This design comes from an exercise in tuning for small area, a short achievable clock period and few clock cycles per item on the open sky130 flow, not from production work. No run shown here included a check of the RTL's function; only the layout flow was run. Power is estimated from default activity; no workload was simulated.

==> flow/design.v <==
`timescale 1ns/10ps
module  ATCONV(
	input		clk,
	input		reset,
	output 	    busy,
	input		ready,
	output reg	[11:0]	iaddr,
	input signed [12:0]	idata,
	output	reg 	cwr,
	output  reg	[11:0]	caddr_wr,
	output reg 	[12:0] 	cdata_wr,
	output	reg 	crd,
	output  	[11:0] 	caddr_rd,
	input 	[12:0] 	cdata_rd,
	output reg 	csel
	);
	localparam K = 4;           
	localparam L = K + 2;       
	reg        run;
	reg [2:0]  ci;
	reg [5:0]  s;
	reg        cp;
	reg [4:0]  b;
	assign busy = run;
	wire tail   = b[4] & (s == 6'd2);
	wire last_i = tail ? (ci == 3'd4) : (ci == L-1);
	reg [2:0] n_ci;
	reg [5:0] n_s;
	reg       n_cp;
	reg [4:0] n_b;
	always @(*) begin
		n_ci = ci + 3'd1;
		n_s  = s;
		n_cp = cp;
		n_b  = b;
		if (last_i) begin
			n_ci = 3'd0;
			if (b[4]) begin
				if (s != 6'd2) n_s = s + 6'd1;
			end else if (s == 6'd32) begin
				n_s = 6'd0;
				n_cp = ~cp;
				if (cp) n_b = b + 5'd1;
			end else
				n_s = s + 6'd1;
		end
	end
	wire [7:0] row  = {b[4:1], 3'b000} + {7'd0, b[0]} + {4'd0, ci, 1'b0} - 8'd2;
	wire [5:0] rowc = row[7] ? 6'd0 : (row[6] ? 6'd63 : row[5:0]);
	wire [5:0] sm1  = s - 6'd1;
	wire [5:0] col  = (s == 6'd0) ? 6'd0 :
	                  cp ? {sm1[4:0], 1'b1} :
	                  (s[5] ? 6'd63 : {s[4:0], 1'b0});
	wire wv = (ci >= 3'd2) &
	          (((s != 6'd0) & ~b[4] & ~(cp & (s == 6'd1))) |
	           ((s == 6'd0) & ~cp & (b != 5'd0)));
	wire init = (s == 6'd0);
	reg [12:0] pix, x1, x2;
	always @(posedge clk) begin
		pix <= idata;
		x1  <= pix;
		x2  <= x1;
	end
	wire [15:0] sx2 = {{3{x2[12]}}, x2};
	wire [15:0] spx = {{3{pix[12]}}, pix};
	wire [15:0] v   = sx2 + spx + {x1[12], x1, 2'b00};                                   
	wire [16:0] cc  = {x1, 4'b0000} - {sx2[15], sx2, 1'b0} - {spx[15], spx, 1'b0} - 17'd188;  
	reg  [15:0] Vr;
	reg  [16:0] Cr;
	always @(posedge clk) begin
		Vr <= v;
		Cr <= cc;
	end
	reg [17*L-1:0] Pring;
	reg [16*L-1:0] Nring;
	wire [16:0] Ph = Pring[16:0];
	wire [16:0] Nh = {Nring[15], Nring[15:0]};
	wire [16:0] Vx = {Vr[15], Vr};
	reg [2:0] wvp, inp;      
	always @(posedge clk or posedge reset) begin
		if (reset) begin
			wvp <= 3'b000;
			inp <= 3'b000;
		end else begin
			wvp <= {wvp[1:0], wv & run};
			inp <= {inp[1:0], init};
		end
	end
	wire wv2 = wvp[2];
	wire in2 = inp[2];
	wire [16:0] t2 = Ph - (in2 ? Nh : Vx);      
	wire [16:0] Pn = Cr - (in2 ? Vx : Nh);
	always @(posedge clk) begin
		Pring <= {Pn, Pring[17*L-1:17]};
		Nring <= {Vr, Nring[16*L-1:16]};
	end
	wire ok0 = ~t2[16] & (|t2[15:4]) & (t2[15:4] < 12'hFF5);
	wire [12:0] l0 = {1'b0, t2[15:4] & {12{ok0}}};
	reg [5:0] wrow, wcol;
	always @(posedge clk or posedge reset) begin
		if (reset) begin
			wrow <= 6'd0;
			wcol <= 6'd0;
		end else if (wv2) begin
			if (wrow[2:1] != 2'b11)
				wrow <= wrow + 6'd2;
			else begin
				if (wcol == 6'd63) begin
					wcol <= 6'd0;
					wrow <= wrow[0] ? wrow + 6'd1 : wrow - 6'd5;
				end else begin
					wrow <= wrow - 6'd6;
					wcol <= (wcol == 6'd62) ? 6'd1 : wcol + 6'd2;
				end
			end
		end
	end
	reg [12:0] pc;             
	reg        pst, pwp, c0;
	reg        rv, r0;
	reg [12:0] rdr, mx;
	assign caddr_rd = {pc[11:7], pc[1], pc[6:2], pc[0]};
	wire [3:0]  ng  = pc[12:9] + {3'd0, crd & (&pc[8:0])};
	wire [3:0]  g   = b[4:1];
	wire        pen = ~ng[3] & (((s >= 6'd2) | cp | b[0]) ? (ng < g) : (ng + 4'd1 < g));
	wire [9:0]  l1a = pc[11:2] - 10'd1;
	wire [8:0]  mxi = mx[12:4] + 9'd1;
	wire [12:0] l1 = (mx[3:0] != 4'd0) ? {mxi, 4'b0000} : mx;
	wire wr1  = (ci == 3'd3) & pwp;
	wire done = cwr & csel & (caddr_wr[9:0] == 10'h3FF);
	always @(posedge clk) begin
		rdr <= cdata_rd;
		if (rv) mx <= (r0 | (rdr > mx)) ? rdr : mx;
		cdata_wr <= wr1 ? l1 : l0;
		caddr_wr <= wr1 ? {2'b00, l1a} : {wrow, wcol};
		if (!run) iaddr <= 12'd0;
		else iaddr <= {rowc, col};
	end
	always @(posedge clk or posedge reset) begin
		if (reset) begin
			run <= 1'b0;
			ci <= 3'd1; s <= 6'd0; cp <= 1'b0; b <= 5'd0;
			pc <= 13'd0; pst <= 1'b0; pwp <= 1'b0; c0 <= 1'b0;
			rv <= 1'b0; r0 <= 1'b0;
			crd <= 1'b0; cwr <= 1'b0; csel <= 1'b0;
		end else begin
			rv <= crd;
			r0 <= c0;
			if (!run) begin
				run <= ready;
				cwr <= 1'b0;
				crd <= 1'b0;
				csel <= 1'b0;
				c0 <= 1'b0;
			end else if (done) begin
				run <= 1'b0;
				ci <= 3'd1; s <= 6'd0; cp <= 1'b0; b <= 5'd0;
				pc <= 13'd0; pst <= 1'b0; pwp <= 1'b0; c0 <= 1'b0;
				crd <= 1'b0; cwr <= 1'b0; csel <= 1'b0;
			end else begin
				ci <= n_ci; s <= n_s; cp <= n_cp; b <= n_b;
				pc <= pc + {12'd0, crd};
				if (ci == 3'd1) begin
					pst <= pen;
					pwp <= pst;
					crd <= pen;
					c0  <= pen;
				end else begin
					c0 <= 1'b0;
					crd <= (ci == 3'd3 || ci == 3'd5) ? 1'b0 : pst;
				end
				cwr  <= wv2 | wr1;
				csel <= wr1;
			end
		end
	end
endmodule
==> flow/run.sh <==
#!/bin/bash
# synth_recipe.tcl (not shown) runs the flow's synth.tcl, then flattens the netlist and writes it again
# the make line also repeats each setting of config.mk as NAME=value (left out here)
make -C /OpenROAD-flow-scripts/flow DESIGN_CONFIG=/design/flow/config.mk WORK_HOME=/design/flow/orfs CLKGATE_MAP_FILE= SYNTH_SCRIPT=/design/flow/synth_recipe.tcl finish
==> flow/config.mk <==
export PLATFORM = sky130hd
export DESIGN_NAME = ATCONV
export DESIGN_NICKNAME = ATCONV
export VERILOG_FILES = /design/flow/design.v
export SDC_FILE = /design/flow/constraint.sdc
export NUM_CORES = 4
export LEC_CHECK = 0
export CAP_MARGIN = 20
export CORE_MARGIN = 2
export CORE_UTILIZATION = 40
export SLEW_MARGIN = 20
==> flow/constraint.sdc <==
create_clock -name core_clock -period 10.0 [get_ports {clk}]
set_input_delay 2.0000 -clock core_clock [delete_from_list [all_inputs] [get_ports {clk}]]
set_output_delay 2.0000 -clock core_clock [all_outputs]
set_load 0.01 [all_outputs]
==> impl_metrics.env, run 1 <==
export IMPL_outcome="timing/DRC/antenna clean"
export IMPL_synth_edff_count=13
export IMPL_hpwl_mm=17.95
export IMPL_startpoint="inp[2]"
export IMPL_slew_violations=0
export IMPL_synthTopCellsByArea="dfxtp_1 (43%), ha_1 (11%), dfrtp_1 (9.2%)"
export IMPL_cp_required_ps=10390
export IMPL_antenna_found_initial=0
export IMPL_worst_r2r_startpoint="inp[2]"
export IMPL_critPathCaptureType="flop"
export IMPL_avgSynthCellArea_sq_um=11.52
export IMPL_arrival_ps=4200
export IMPL_cts_clk_slew_worst_paths_ps=60
export IMPL_yosysWarnings=1
export IMPL_yosysMostFrequentCell="dfxtp_1"
export IMPL_overflow=0
export IMPL_track_usage_pct=13.78
export IMPL_drt_wl_total_mm=25.22
export IMPL_cts_buffers=40
export IMPL_rsz0062_at_grt="no"
export IMPL_cts_setup_buffers=0
export IMPL_worstMarginPinSlew_ps=748.3
export IMPL_crit_type="flop to flop"
export IMPL_grt_pass1_wl_mm=42.87
export IMPL_antennaDiodeCount=0
export IMPL_synth_largest_area_cell="dfxtp_1"
export IMPL_dieWidth_um=195.7
export IMPL_gp_congestion=0.7983
export IMPL_ios=82
export IMPL_path_max_fanout=32
export IMPL_grt_pass1_vias=8755
export IMPL_setup_viol=0
export IMPL_finalSetupTns_ps=0
export IMPL_drive_above_1_share_pct=6.743
export IMPL_ctsHtreeMaxLevel=2
export IMPL_ys_types=64
export IMPL_synth_async_reset_ratio_pct=14.25
export IMPL_drtIter0Drc=338
export IMPL_synth_ff_type="dfxtp_1"
export IMPL_netlist_area_sq_um=14710
export IMPL_crit_path_start_kind="flop"
export IMPL_route_detailed_wl_per_inst_um=13.54
export IMPL_max_freq_ghz=0.2623
export IMPL_synth_seq_area_share_pct=55.31
export IMPL_clockBufferDepth=3
export IMPL_antenna_left=0
export IMPL_root_buffer="clkbuf_16"
export IMPL_synthTopCellsByCount="dfxtp_1 (318), ha_1 (126), inv_1 (80), nand2_1 (67), a21oi_1 (65)"
export IMPL_dieArea_sq_um=38310
export IMPL_p_total_mw=5.786
export IMPL_power_density_nw_per_um2=333.9
export IMPL_area_growth_pct=17.83
export IMPL_cts_resized_gates=0
export IMPL_worstHoldStart="Pring[65]"
export IMPL_synthCells=1276
export IMPL_clk_latency_ps=540
export IMPL_dr_pass1_iters=4
export IMPL_vdd_drop_max_uv=123.2
export IMPL_relSlewSlack_pct=50.12
export IMPL_finalCriticalPeriod_ps=3813
export IMPL_skew_ps=13.20
export IMPL_port_buffer_count=81
export IMPL_die_height_um=195.7
export IMPL_initial_core_util_pct=40.36
export IMPL_vias_per_cell=4.730
export IMPL_cts_sinks=386
export IMPL_core_sq_um=36430
export IMPL_cap_violations=0
export IMPL_nets=1547
export IMPL_synth_seq_cells=386
export IMPL_drc=0
export IMPL_holdCritPathClass="flop to flop"
export IMPL_syn_num_nets=1458
export IMPL_ctsHoldBuffers=0
export IMPL_rows=70
export IMPL_p_leak_nw=7.595
export IMPL_cts_tree="yes"
export IMPL_grt_max_degree=56
export IMPL_synth_top_area_share_pct=43.29
export IMPL_final_period_utilization_pct=38.13
export IMPL_hold_viol=0
export IMPL_vias=8807
path summary, 6_finish.rpt:
| kind | endpoint | slack (ps) | depth (start not counted) |
|---|---|---|---|
| worst max register to register | cdata_wr[5] | 6190 | 12 |
| min in group asynchronous | s[3] | 1990 | 3 |
| max in group asynchronous | inp[2] | 7470 | 3 |
| worst min-delay path | Pring[48] | 320 | 0 |
| worst min register to register | Pring[48] | 320 | 0 |
| worst max-delay path | cdata_wr[5] | 6190 | 12 |
placed cells by master, fill, tap and decap left out, drive strengths merged, types with 50 or more instances in the layout:
master / instances
dfrtp: 54
inv: 83
clkbuf: 58
nand2: 67
nor2: 57
o21ai: 50
clkdlybuf4s50: 81
dfxtp: 318
ha: 126
a21oi: 65
xnor2: 62
routing by layer:
| metal | global-route usage (%) | wire, um | vias up |
|---|---|---|---|
| li1 | - | - | 4538 |
| met1 | 19.08 | 12700 | 4083 |
| met2 | 21.19 | 10740 | 139 |
| met3 | 3.266 | 1162 | 47 |
| met4 | 4.742 | 623 | 0 |
| met5 | 0 | 0 | - |
layout make-up:
class | instances | area (sq um)
clock buffers | 58 | 1236
clock inverters | 13 | 145.1
fillers | 3287 | 19110
inverters | 80 | 300.3
multi-input cells | 770 | 6062
flip-flops and latches | 386 | 8135
well taps | 468 | 585.6
repair buffers | 87 | 863.3
logic make-up (layout without fill, tap and decap cells):
logic type               Yosys count  count (layout)  synth area share (%)
AO/OA/AOI/OAI                    215             215                 9.206
flip-flops                       386             386                 55.31
adder cells (fa/ha/maj)          153             153                 14.40
multiplexers                      38              38                 2.595
AND/OR/NAND/NOR                  259             259                 8.772
XOR/XNOR                         105             105                 6.254
buffers and inverters            120             238                 3.463
per-stage QoR:
step	setup slack, ps	instances	hold WS, ps	util (%)	area [sq um]
3_5_place_dp	6148	1790	312.1	43.73	15930
2_1_floorplan	6041	1276	309.6	-	14710
6_report	6187	1862	318.4	47.56	17330
3_3_place_gp	6294	1790	309.6	43.73	15930
5_1_grt	5859	1862	323.7	47.56	17330
4_1_cts	6133	1861	318.5	47.52	17310
worst max-delay path, stage by stage (launching register included):
cell	delay [ps]
dfrtp_2	340
buf_4	440
mux2i_1	160
ha_1	210
or3_1	360
o22ai_1	290
o211ai_2	190
a211oi_1	410
xor2_1	140
or4_1	450
nand2b_1	220
o21ai_4	270
o22ai_1	140
registers in the layout, summed over array words and instances (netlist names), 3 cells and up, named ones only:
signal and cells:
Pring 102, Nring 96, Cr 16, Vr 15, cdata_wr 13, mx 13
pc 13, pix 13, rdr 13, x1 13, x2 13, caddr_wr 12
iaddr 12, s 6, wcol 6, b 5, wrow 4, ci 3
inp 3, wvp 3
power by group:
group          leakage [nW]  total (mW)  internal (mW)  switching (mW)
combinational          3.40        1.94          0.921            1.01
sequential             3.52        2.34           2.12           0.212
clock                 0.673        1.52          0.919           0.597
total                  7.59        5.79           3.96            1.82
==> run 2: changes to the inputs <==
--- a/flow/config.mk
+++ b/flow/config.mk
@@ -5,6 +5,7 @@
 export SDC_FILE = /design/flow/constraint.sdc
 export NUM_CORES = 4
 export LEC_CHECK = 0
+export ABC_CLOCK_PERIOD_IN_PS = 2000
 export CAP_MARGIN = 20
 export CORE_MARGIN = 2
 export CORE_UTILIZATION = 40
==> run 2 against run 1 <==
Net effect: still clean; synthesized cell count did not move; clock-buffer cell count did not move; die area did not move.
==> impl_metrics.env, run 2 <==
export IMPL_worstMarginPinSlew_ps=748.3
export IMPL_dieArea_sq_um=38310
export IMPL_cts_resized_gates=0
export IMPL_p_switching_mw=1.824
export IMPL_slew_violations=0
export IMPL_arrival_ps=4200
export IMPL_drt_wl_total_mm=25.22
export IMPL_synth_seq_cells=386
export IMPL_fin_util_pct=47.56
export IMPL_top_regs="Pring (102), Nring (96), Cr (16)"
export IMPL_drc=0
export IMPL_track_usage_pct=13.78
export IMPL_initial_core_util_pct=40.36
export IMPL_ctsHtreeMaxLevel=2
export IMPL_synth_edff_count=13
export IMPL_ys_types=64
export IMPL_core_sq_um=36430
export IMPL_yosysWarnings=1
export IMPL_cp_required_ps=10390
export IMPL_synthTopCellsByCount="dfxtp_1 (318), ha_1 (126), inv_1 (80), nand2_1 (67), a21oi_1 (65)"
export IMPL_dieWidth_um=195.7
export IMPL_synth_largest_area_cell="dfxtp_1"
export IMPL_holdCritPathClass="flop to flop"
export IMPL_top_register="Pring"
export IMPL_drive_above_1_share_pct=6.743
export IMPL_finalSetupTns_ps=0
export IMPL_vdd_drop_max_uv=123.2
export IMPL_cts_setup_buffers=0
export IMPL_max_freq_ghz=0.2623
export IMPL_cts_buffers=40
export IMPL_clk_latency_ps=540
export IMPL_path_common_cell="o22ai_1"
export IMPL_synthTopCellsByArea="dfxtp_1 (43%), ha_1 (11%), dfrtp_1 (9.2%)"
export IMPL_clockBufferDepth=3
export IMPL_path_cells="buf_4, mux2i_1, ha_1, or3_1, o22ai_1, o211ai_2, a211oi_1, xor2_1, or4_1, nand2b_1, o21ai_4, o22ai_1"
export IMPL_power_density_nw_per_um2=333.9
export IMPL_final_common_cell="dfxtp_1"
export IMPL_p_clk_share_pct=26.2
export IMPL_port_buffer_count=81
export IMPL_cts_tree="yes"
export IMPL_crit_path_start_kind="flop"
export IMPL_root_buffer="clkbuf_16"
export IMPL_route_detailed_wl_per_inst_um=13.54
export IMPL_hpwl_mm=17.95
export IMPL_antennaDiodeCount=0
export IMPL_hold_viol=0
export IMPL_cap_violations=0
export IMPL_grt_pass1_vias=8755
export IMPL_gp_congestion=0.7983
export IMPL_syn_num_nets=1458
export IMPL_ios=82
export IMPL_synth_seq_area_share_pct=55.31
export IMPL_rows=70
export IMPL_area_growth_pct=17.83
export IMPL_avgSynthCellArea_sq_um=11.52
export IMPL_synth_async_reset_ratio_pct=14.25
export IMPL_internal_power_mw=3.962
export IMPL_relSlewSlack_pct=50.12
export IMPL_ctsHoldBuffers=0
export IMPL_netlist_area_sq_um=14710
export IMPL_synth_top_area_share_pct=43.29
export IMPL_seqPwrFrac_pct=40.4
export IMPL_path_max_fanout=32
export IMPL_crit_type="flop to flop"
export IMPL_outcome="timing/DRC/antenna clean"
export IMPL_p_leak_nw=7.595
export IMPL_switching_share_pct=31.52
export IMPL_largest_reg_flops=102
export IMPL_overflow=0
export IMPL_grt_max_degree=56
export IMPL_postPlaceCellArea_sq_um=15930
export IMPL_critPathCaptureType="flop"
export IMPL_vias=8807
export IMPL_place_ws_ps=6148
export IMPL_vias_per_cell=4.730
export IMPL_skew_ps=13.20
export IMPL_cts_clk_slew_worst_paths_ps=60
export IMPL_finalCriticalPeriod_ps=3813
export IMPL_synth_ff_type="dfxtp_1"
export IMPL_antenna_found_initial=0
export IMPL_die_height_um=195.7
export IMPL_cts_sinks=386
export IMPL_setup_viol=0
export IMPL_fin_area_sq_um=17330
export IMPL_nets=1547
export IMPL_synthCells=1276
export IMPL_antenna_left=0
export IMPL_crit_slowest_cell="or4_1"
export IMPL_dr_pass1_iters=4
export IMPL_p_total_mw=5.786
export IMPL_drtIter0Drc=338
export IMPL_layout_common_cells="dfxtp_1 (318), ha_1 (126), clkdlybuf4s50_1 (81)"
export IMPL_final_period_utilization_pct=38.13
export IMPL_rsz0062_at_grt="no"
export IMPL_cp_slowest_stage_delay_ps=450
export IMPL_pwr_share_comb_pct=33.5
export IMPL_yosysMostFrequentCell="dfxtp_1"
export IMPL_worst_slack_ps=6187
export IMPL_grt_pass1_wl_mm=42.87
## run 2: cells by family after synthesis
group,count (synthesis),synth area share (%)
AND/OR/NAND/NOR,259,8.772
adder cells (fa/ha/maj),153,14.40
buffers and inverters,120,3.463
XOR/XNOR,105,6.254
flip-flops,386,55.31
multiplexers,38,2.595
AO/OA/AOI/OAI,215,9.206
## run 2: layer usage
metal  vias up  global-route usage (%)  wire (um)
li1       4538                       -          -
met1      4083                   19.08      12700
met2       139                   21.19      10740
met3        47                   3.266       1162
met4         0                   4.742        623
met5         -                       0          0
## run 2: worst max-delay path: cells and delay by family (launching register included)
family / cells / cell delay (ps)
xor+xnor: 1 / 140
buf+inv: 1 / 440
mux: 1 / 160
compound gates: 5 / 1300
flops: 1 / 340
fa+ha+maj: 1 / 210
simple gates: 3 / 1030
## run 2: final cells by class
cell class                      instances  area [sq um]
Fill cell                            3287         19110
Sequential cell                       386          8135
Multi-Input combinational cell        770          6062
Clock buffer                           58          1236
Timing Repair Buffer                   87         863.3
Tap cell                              468         585.6
Inverter                               80         300.3
Clock inverter                         13         145.1
## run 2: power groups by stage
stage	combinational, mW	sequential (mW)	clock, mW
3_5_place_dp	1.94	2.38	0
3_3_place_gp	1.90	2.36	0
2_1_floorplan	1.50	2.31	0
6_report	1.94	2.34	1.52
4_1_cts	1.95	2.35	1.57
5_1_grt	2.20	2.40	1.64
## run 2: final timing paths
kind | from | to | slack, ps | depth (start not counted)
worst min register to register | Pring[65] | Pring[48] | 320 | 0
min in group asynchronous | reset | s[3] | 1990 | 3
worst max register to register | inp[2] | cdata_wr[5] | 6190 | 12
max in group asynchronous | reset | inp[2] | 7470 | 3
worst max-delay path | inp[2] | cdata_wr[5] | 6190 | 12
worst min-delay path | Pring[65] | Pring[48] | 320 | 0
## run 2: stage by stage
stage                     hold WS (ps)  instances
after floorplan                  309.6       1276
after global placement           309.6       1790
after detailed placement         312.1       1790
after CTS                        318.5       1861
after global routing             323.7       1862
final                            318.4       1862
==> run 3: changes to the inputs <==
==> flow/config.mk (replaced) <==
export PLATFORM = sky130hd
export DESIGN_NAME = ATCONV
export DESIGN_NICKNAME = ATCONV
export VERILOG_FILES = /design/flow/design.v
export SDC_FILE = /design/flow/constraint.sdc
export NUM_CORES = 4
export LEC_CHECK = 0
export CAP_MARGIN = 20
export CORE_MARGIN = 2
export CORE_UTILIZATION = 65
export PLACE_DENSITY = 0.75
export SLEW_MARGIN = 20
==> run 3 against run 2 <==
Net effect: global-route usage up 7.9 points; cell area shrank 1.9%; hold slack better by 4.3 ps; sequential cell count did not move; register-to-register slack improved by 40 ps; area after synthesis did not move; sequential power is essentially flat; still clean on timing, DRC and antenna; largest power group unchanged; clock-buffer cell count down 6.
==> impl_metrics.env, run 3 <==
export IMPL_cts_tree="yes"
export IMPL_reg2reg_to="cdata_wr[10]"
export IMPL_fillCellCount=1517
export IMPL_ys_types=64
export IMPL_worst_r2r_startpoint="inp[2]"
export IMPL_cp_required_ps=8000
export IMPL_rsz0062_at_grt="no"
export IMPL_path_max_fanout=29
export IMPL_arrival_ps=2050
export IMPL_muxShareOfSynthArea_pct=2.595
export IMPL_netlist_area_sq_um=14710
export IMPL_synth_seq_cells=386
export IMPL_overflow=0
export IMPL_path_depth=1
export IMPL_yosysMostFrequentCell="dfxtp_1"
export IMPL_finalCriticalPeriod_ps=4047
export IMPL_route_detailed_wl_per_inst_um=15.10
export IMPL_drc=0
export IMPL_holdCritPathClass="flop to flop"
export IMPL_reg2reg_depth=12
export IMPL_synth_top_area_share_pct=43.29
export IMPL_grt_pass1_wl_mm=42.31
export IMPL_syn_num_nets=1458
export IMPL_relSlewSlack_pct=33.72
export IMPL_antennaDiodeCount=0
export IMPL_yosysWarnings=1
export IMPL_grt_max_degree=56
export IMPL_synthTopCellsByCount="dfxtp_1 (318), ha_1 (126), inv_1 (80), nand2_1 (67), a21oi_1 (65)"
export IMPL_vias=8939
export IMPL_grt_pass1_vias=9037
export IMPL_hold_viol=0
export IMPL_cts_setup_buffers=0
export IMPL_track_usage_pct=21.69
export IMPL_dr_pass1_iters=5
export IMPL_crit_path_start_kind="flop"
export IMPL_largest_reg_flops=102
export IMPL_synth_seq_area_share_pct=55.31
export IMPL_ctsHtreeMaxLevel=2
export IMPL_drtIter0Drc=512
export IMPL_crit_type="flop to output pin"
export IMPL_layout_common_cells="dfxtp_1 (318), ha_1 (126), clkdlybuf4s50_1 (81)"
export IMPL_drive_above_1_share_pct=6.403
export IMPL_vias_per_cell=5.337
export IMPL_grt_use_met1_pct=30.01
export IMPL_port_buffer_count=81
export IMPL_grt_busiest_layer="met2"
export IMPL_core_sq_um=22430
export IMPL_final_period_utilization_pct=40.47
export IMPL_met2_usage_pct=35.84
export IMPL_synth_largest_area_cell="dfxtp_1"
export IMPL_setup_viol=0
export IMPL_worstMarginPinSlew_ps=991.7
export IMPL_avgSynthCellArea_sq_um=11.52
export IMPL_synthCells=1276
export IMPL_cts_clk_slew_worst_paths_ps=60
export IMPL_initial_core_util_pct=65.55
export IMPL_critPathCaptureType="output pin"
export IMPL_clk_latency_ps=510
export IMPL_skew_ps=14.20
export IMPL_startpoint="run"
export IMPL_dieArea_sq_um=23840
export IMPL_power_density_nw_per_um2=338.8
export IMPL_drt_wl_total_mm=25.30
export IMPL_path_cells="clkdlybuf4s50_1"
export IMPL_cts_resized_gates=0
export IMPL_grt_util_met3_pct=3.418
export IMPL_die_height_um=154.4
export IMPL_cts_buffers=38
export IMPL_gp_congestion=0.8671
export IMPL_top_regs="Pring (102), Nring (96), Cr (16)"
export IMPL_vdd_drop_max_uv=164.9
export IMPL_outcome="timing/DRC/antenna clean"
export IMPL_synth_edff_count=13
export IMPL_slew_violations=0
export IMPL_synth_top_family_by_area="adder cells"
export IMPL_rows=55
export IMPL_top_register="Pring"
export IMPL_synth_xor_area_share_pct=6.254
export IMPL_max_freq_ghz=0.2471
export IMPL_synth_simple_gate_area_share_pct=8.772
export IMPL_clockBufferDepth=3
export IMPL_hold_depth=0
export IMPL_synth_ff_type="dfxtp_1"
export IMPL_critPathBufInv=1
export IMPL_hpwl_mm=17.91
export IMPL_cap_violations=0
export IMPL_dieWidth_um=154.4
export IMPL_synth_compound_area_share_pct=9.206
export IMPL_synth_adder_area_share_pct=14.40
export IMPL_cp_slowest_stage_delay_ps=880
export IMPL_finalSetupTns_ps=0
export IMPL_antenna_left=0
export IMPL_crit_slowest_cell="dfrtp_1"
export IMPL_crit_end="busy"
export IMPL_cp_top_family="flip-flops"
export IMPL_nets=1543
export IMPL_synth_async_reset_ratio_pct=14.25
export IMPL_ctsHoldBuffers=0
export IMPL_final_common_cell="dfxtp_1"
export IMPL_synthTopCellsByArea="dfxtp_1 (43%), ha_1 (11%), dfrtp_1 (9.2%)"
export IMPL_ios=82
export IMPL_reg2reg_slack_ps=6230
export IMPL_root_buffer="clkbuf_16"
export IMPL_p_total_mw=5.761
export IMPL_antenna_found_initial=0
export IMPL_cts_sinks=386
export IMPL_p_leak_nw=7.560
export IMPL_area_growth_pct=15.64
## run 3: worst min-delay path by stage
stage	start	end	slack, ps
floorplan	Nring[16]	Nring[0]	310
global placement	Nring[16]	Nring[0]	310
detailed placement	Nring[81]	Nring[65]	310
CTS	Pring[92]	Pring[75]	330
global route	Nring[81]	Nring[65]	330
finish	Nring[41]	Nring[25]	320
## run 3: routing by layer
layer / vias up / part of all wire (%)
met5: - / 0
met4: 0 / 1.8
met3: 35 / 3.8
met2: 152 / 47
met1: 4217 / 48
li1: 4535 / -
## run 3: cells by family (layout without fill, tap and decap cells)
kind of cell / count (synthesis) / count (layout)
flip-flops: 386 / 386
multiplexers: 38 / 38
AO/OA/AOI/OAI: 215 / 215
XOR/XNOR: 105 / 105
buffers and inverters: 120 / 234
adder cells (fa/ha/maj): 153 / 153
AND/OR/NAND/NOR: 259 / 259
## run 3: cell type report
type	instances	area (sq um)	area share, %
Sequential cell	386	8134	47.83
Multi-Input combinational cell	770	6062	35.65
Clock buffer	52	1086	6.387
Timing Repair Buffer	85	840.8	4.944
Tap cell	285	356.6	2.097
Inverter	80	300.3	1.766
Clock inverter	17	225.2	1.324
## run 3: metrics by stage
step                      worst slack (ps)  instance area [sq um]  cells  util (%)  hold WS [ps]
after floorplan                       6041                  14710   1276         -         309.6
after global placement                6369                  15690   1606     69.96         309.6
after detailed placement              6261                  15690   1606     69.96         312.1
after CTS                             5941                  17010   1675     75.80         325.0
after global routing                  5852                  17010   1675     75.80         328.7
final                                 5953                  17010   1675     75.80         322.7
## run 3: where the power goes
| group | switching, mW | leakage [nW] | internal [mW] |
|---|---|---|---|
| clock network | 0.563 | 0.648 | 0.896 |
| logic | 1.03 | 3.39 | 0.923 |
| registers | 0.227 | 3.52 | 2.12 |
==> run 4: changes to the inputs <==
--- a/flow/config.mk
+++ b/flow/config.mk
@@ -7,6 +7,6 @@
 export LEC_CHECK = 0
 export CAP_MARGIN = 20
 export CORE_MARGIN = 2
-export CORE_UTILIZATION = 65
-export PLACE_DENSITY = 0.75
+export CORE_UTILIZATION = 40
+export CTS_BUF_LIST = sky130_fd_sc_hd__clkbuf_4 sky130_fd_sc_hd__clkbuf_8
 export SLEW_MARGIN = 20
==> run 4 against run 3 <==
Net effect: power grew 2.2%; utilization fell by 28 points; synthesized cell count stayed put; clock skew increased by 11 ps; wire length up 0.60%; non-clock buffer count rose by 1; fmax increased by 5.7%; sequential cell count stayed put; critical endpoint is now cdata_wr[5]; largest power group unchanged; highest routed layer unchanged.
==> impl_metrics.env, run 4 <==
export IMPL_clk_latency_ps=580
export IMPL_cts_clk_slew_worst_paths_ps=60
export IMPL_synth_seq_cells=386
export IMPL_area_growth_pct=18.94
export IMPL_avgSynthCellArea_sq_um=11.52
export IMPL_drt_wl_total_mm=25.45
export IMPL_antenna_left=0
export IMPL_path_max_fanout=32
export IMPL_synth_async_reset_ratio_pct=14.25
export IMPL_place_ws_ps=6148
export IMPL_core_sq_um=36430
export IMPL_final_common_cell="dfxtp_1"
export IMPL_vdd_drop_max_uv=110.0
export IMPL_cts_tree="yes"
export IMPL_initial_core_util_pct=40.36
export IMPL_fin_area_sq_um=17490
export IMPL_yosysMostFrequentCell="dfxtp_1"
export IMPL_synth_largest_area_cell="dfxtp_1"
export IMPL_synth_xor_area_share_pct=6.254
export IMPL_synth_top_family_by_area="adder cells"
export IMPL_cap_violations=0
export IMPL_max_freq_ghz=0.2611
export IMPL_crit_slowest_cell="buf_4"
export IMPL_startpoint="inp[2]"
export IMPL_path_cells="buf_4, mux2i_1, ha_1, or3_1, o22ai_1, o211ai_2, a211oi_1, xor2_1, or4_1, nand2b_1, o21ai_4, o22ai_1"
export IMPL_pwr_share_comb_pct=32.9
export IMPL_ys_types=64
export IMPL_finalSetupTns_ps=0
export IMPL_p_switching_mw=1.843
export IMPL_ctsHoldBuffers=0
export IMPL_synth_ff_type="dfxtp_1"
export IMPL_drtIter0Drc=330
export IMPL_slew_violations=0
export IMPL_synthTopCellsByCount="dfxtp_1 (318), ha_1 (126), inv_1 (80), nand2_1 (67), a21oi_1 (65)"
export IMPL_cts_buffers=68
export IMPL_crit_end="cdata_wr[5]"
export IMPL_setup_viol=0
export IMPL_top_register="Pring"
export IMPL_largest_reg_flops=102
export IMPL_p_clk_share_pct=27.4
export IMPL_synth_compound_area_share_pct=9.206
export IMPL_vias=8951
export IMPL_synth_seq_area_share_pct=55.31
export IMPL_root_buffer="clkbuf_8"
export IMPL_synthCells=1276
export IMPL_cts_sinks=386
export IMPL_internal_power_mw=4.042
export IMPL_netlist_area_sq_um=14710
export IMPL_critPathCaptureType="flop"
export IMPL_reg2reg_slack_ps=6170
export IMPL_grt_pass1_vias=9069
export IMPL_layout_common_cells="dfxtp_1 (318), ha_1 (126), clkbuf_8 (86)"
export IMPL_drc=0
export IMPL_fin_util_pct=48.00
export IMPL_reg2reg_to="cdata_wr[5]"
export IMPL_cp_slowest_stage_delay_ps=450
export IMPL_cp_required_ps=10430
export IMPL_grt_pass1_wl_mm=43.24
export IMPL_vias_per_cell=4.694
export IMPL_synth_adder_area_share_pct=14.40
export IMPL_relSlewSlack_pct=49.29
export IMPL_reg2reg_depth=12
export IMPL_dieWidth_um=195.7
export IMPL_overflow=0
export IMPL_muxShareOfSynthArea_pct=2.595
export IMPL_rsz0062_at_grt="no"
export IMPL_cts_resized_gates=0
export IMPL_route_detailed_wl_per_inst_um=13.35
export IMPL_crit_type="flop to flop"
export IMPL_antenna_found_initial=0
export IMPL_cts_setup_buffers=0
export IMPL_hpwl_mm=17.95
export IMPL_p_leak_nw=7.724
export IMPL_nets=1574
export IMPL_synth_simple_gate_area_share_pct=8.772
export IMPL_synth_edff_count=13
export IMPL_switching_share_pct=31.32
export IMPL_worstMarginPinSlew_ps=760.7
export IMPL_rows=70
export IMPL_worst_slack_ps=6170
export IMPL_holdCritPathClass="flop to flop"
export IMPL_arrival_ps=4260
export IMPL_ios=82
export IMPL_finalCriticalPeriod_ps=3830
export IMPL_crit_path_start_kind="flop"
export IMPL_die_height_um=195.7
export IMPL_synth_top_area_share_pct=43.29
export IMPL_outcome="timing/DRC/antenna clean"
export IMPL_port_buffer_count=81
export IMPL_drive_above_1_share_pct=10.28
export IMPL_power_density_nw_per_um2=336.4
export IMPL_track_usage_pct=13.88
export IMPL_postPlaceCellArea_sq_um=15930
export IMPL_antennaDiodeCount=0
export IMPL_synthTopCellsByArea="dfxtp_1 (43%), ha_1 (11%), dfrtp_1 (9.2%)"
export IMPL_grt_max_degree=56
export IMPL_gp_congestion=0.7983
export IMPL_ctsHtreeMaxLevel=3
export IMPL_syn_num_nets=1458
export IMPL_path_common_cell="o22ai_1"
export IMPL_fin_cells=1907
export IMPL_top_regs="Pring (102), Nring (96), Cr (16)"
export IMPL_seqPwrFrac_pct=39.7
export IMPL_dieArea_sq_um=38310
export IMPL_hold_viol=0
export IMPL_yosysWarnings=1
export IMPL_dp_cells=1790
export IMPL_hold_depth=0
export IMPL_skew_ps=25.64
export IMPL_final_period_utilization_pct=38.30
export IMPL_worst_r2r_startpoint="inp[2]"
export IMPL_clockBufferDepth=3
export IMPL_dr_pass1_iters=4
==> run 4: cells by family (layout without fill, tap and decap cells) <==
group / after synthesis / after routing
DFF: 386 / 386
and+or+nand+nor: 259 / 259
AOI/OAI and AO/OA: 215 / 215
adders and majority gates: 153 / 153
buffers and inverters: 120 / 283
xor gates and xnor gates: 105 / 105
muxes: 38 / 38
==> run 4: final cells by class <==
class	count	area, sq um
Clock buffer	97	1266
Sequential cell	386	8135
Timing Repair Buffer	86	848.3
Inverter	80	300.3
Tap cell	468	585.6
Fill cell	3293	18940
Multi-Input combinational cell	770	6065
Clock inverter	20	290.3
==> run 4: per-layer routing <==
metal | vias up | global-route usage [%] | routed length (um)
met5 | - | 0 | 0
met4 | 0 | 5.752 | 652
met3 | 48 | 3.541 | 1078
met2 | 151 | 21.08 | 10920
met1 | 4162 | 18.88 | 12800
li1 | 4590 | - | -
==> run 4: power groups by stage <==
stage | combinational [mW] | sequential [mW] | clock, mW
5_1_grt | 2.19 | 2.40 | 1.74
3_5_place_dp | 1.94 | 2.38 | 0
4_1_cts | 1.95 | 2.35 | 1.68
3_3_place_gp | 1.90 | 2.36 | 0
2_1_floorplan | 1.50 | 2.31 | 0
6_report | 1.94 | 2.34 | 1.61
==> run 4: stage by stage <==
stage	total power, mW	hold WS (ps)
6_report	5.885	301.9
5_1_grt	6.339	311.6
4_1_cts	5.975	300.3
3_5_place_dp	4.312	312.1
3_3_place_gp	4.258	309.6
2_1_floorplan	3.809	309.6
==> run 4: critical path: cells and delay by family, from the launching register on <==
family / cells / cell delay [ps]
compound gates: 5 / 1320
simple gates: 3 / 1030
buf+inv: 1 / 450
flops: 1 / 340
fa+ha+maj: 1 / 210
mux: 1 / 160
xor+xnor: 1 / 140
==> run 4: worst min path at each step <==
| stage | startpoint | end | slack, ps |
|---|---|---|---|
| finish | Pring[21] | Pring[4] | 300 |
| global route | Pring[21] | Pring[4] | 310 |
| CTS | Pring[18] | Pring[1] | 300 |
| detailed placement | Nring[40] | Nring[24] | 310 |
| global placement | Nring[72] | Nring[56] | 310 |
| floorplan | Nring[16] | Nring[0] | 310 |

-- afterwards: timing with drivers on the ports --
Ports are ideal in the flow. The routed layouts listed here were re-timed in OpenROAD. Step 1: set_driving_cell puts a clkbuf_16 on clk and a buf_2 on each other input, an assumption about the parent block. Step 2 adds t to the input delays and takes it off the output delays; t is the mean of the earliest and latest rising clock arrival at the registers after step 1. Input paths then give back, and output paths get back, about the clock's delay inside the block. Slacks: no drivers / after step 1 / after step 2; pairs: no drivers / after step 1.
| run | t (ns) | setup WS [ns] | hold WS [ns] |
|---|---|---|---|
| run 1 | 0.583 | 6.187 / 6.187 / 6.187 | 0.318 / 0.318 / 0.318 |
| run 2 | 0.583 | 6.187 / 6.187 / 6.187 | 0.318 / 0.318 / 0.318 |
| run 3 | 0.550 | 5.953 / 5.906 / 6.226 | 0.323 / 0.323 / 0.323 |
| run 4 | 0.611 | 6.170 / 6.170 / 6.170 | 0.302 / 0.302 / 0.302 |
After both steps every run listed still meets setup and hold.
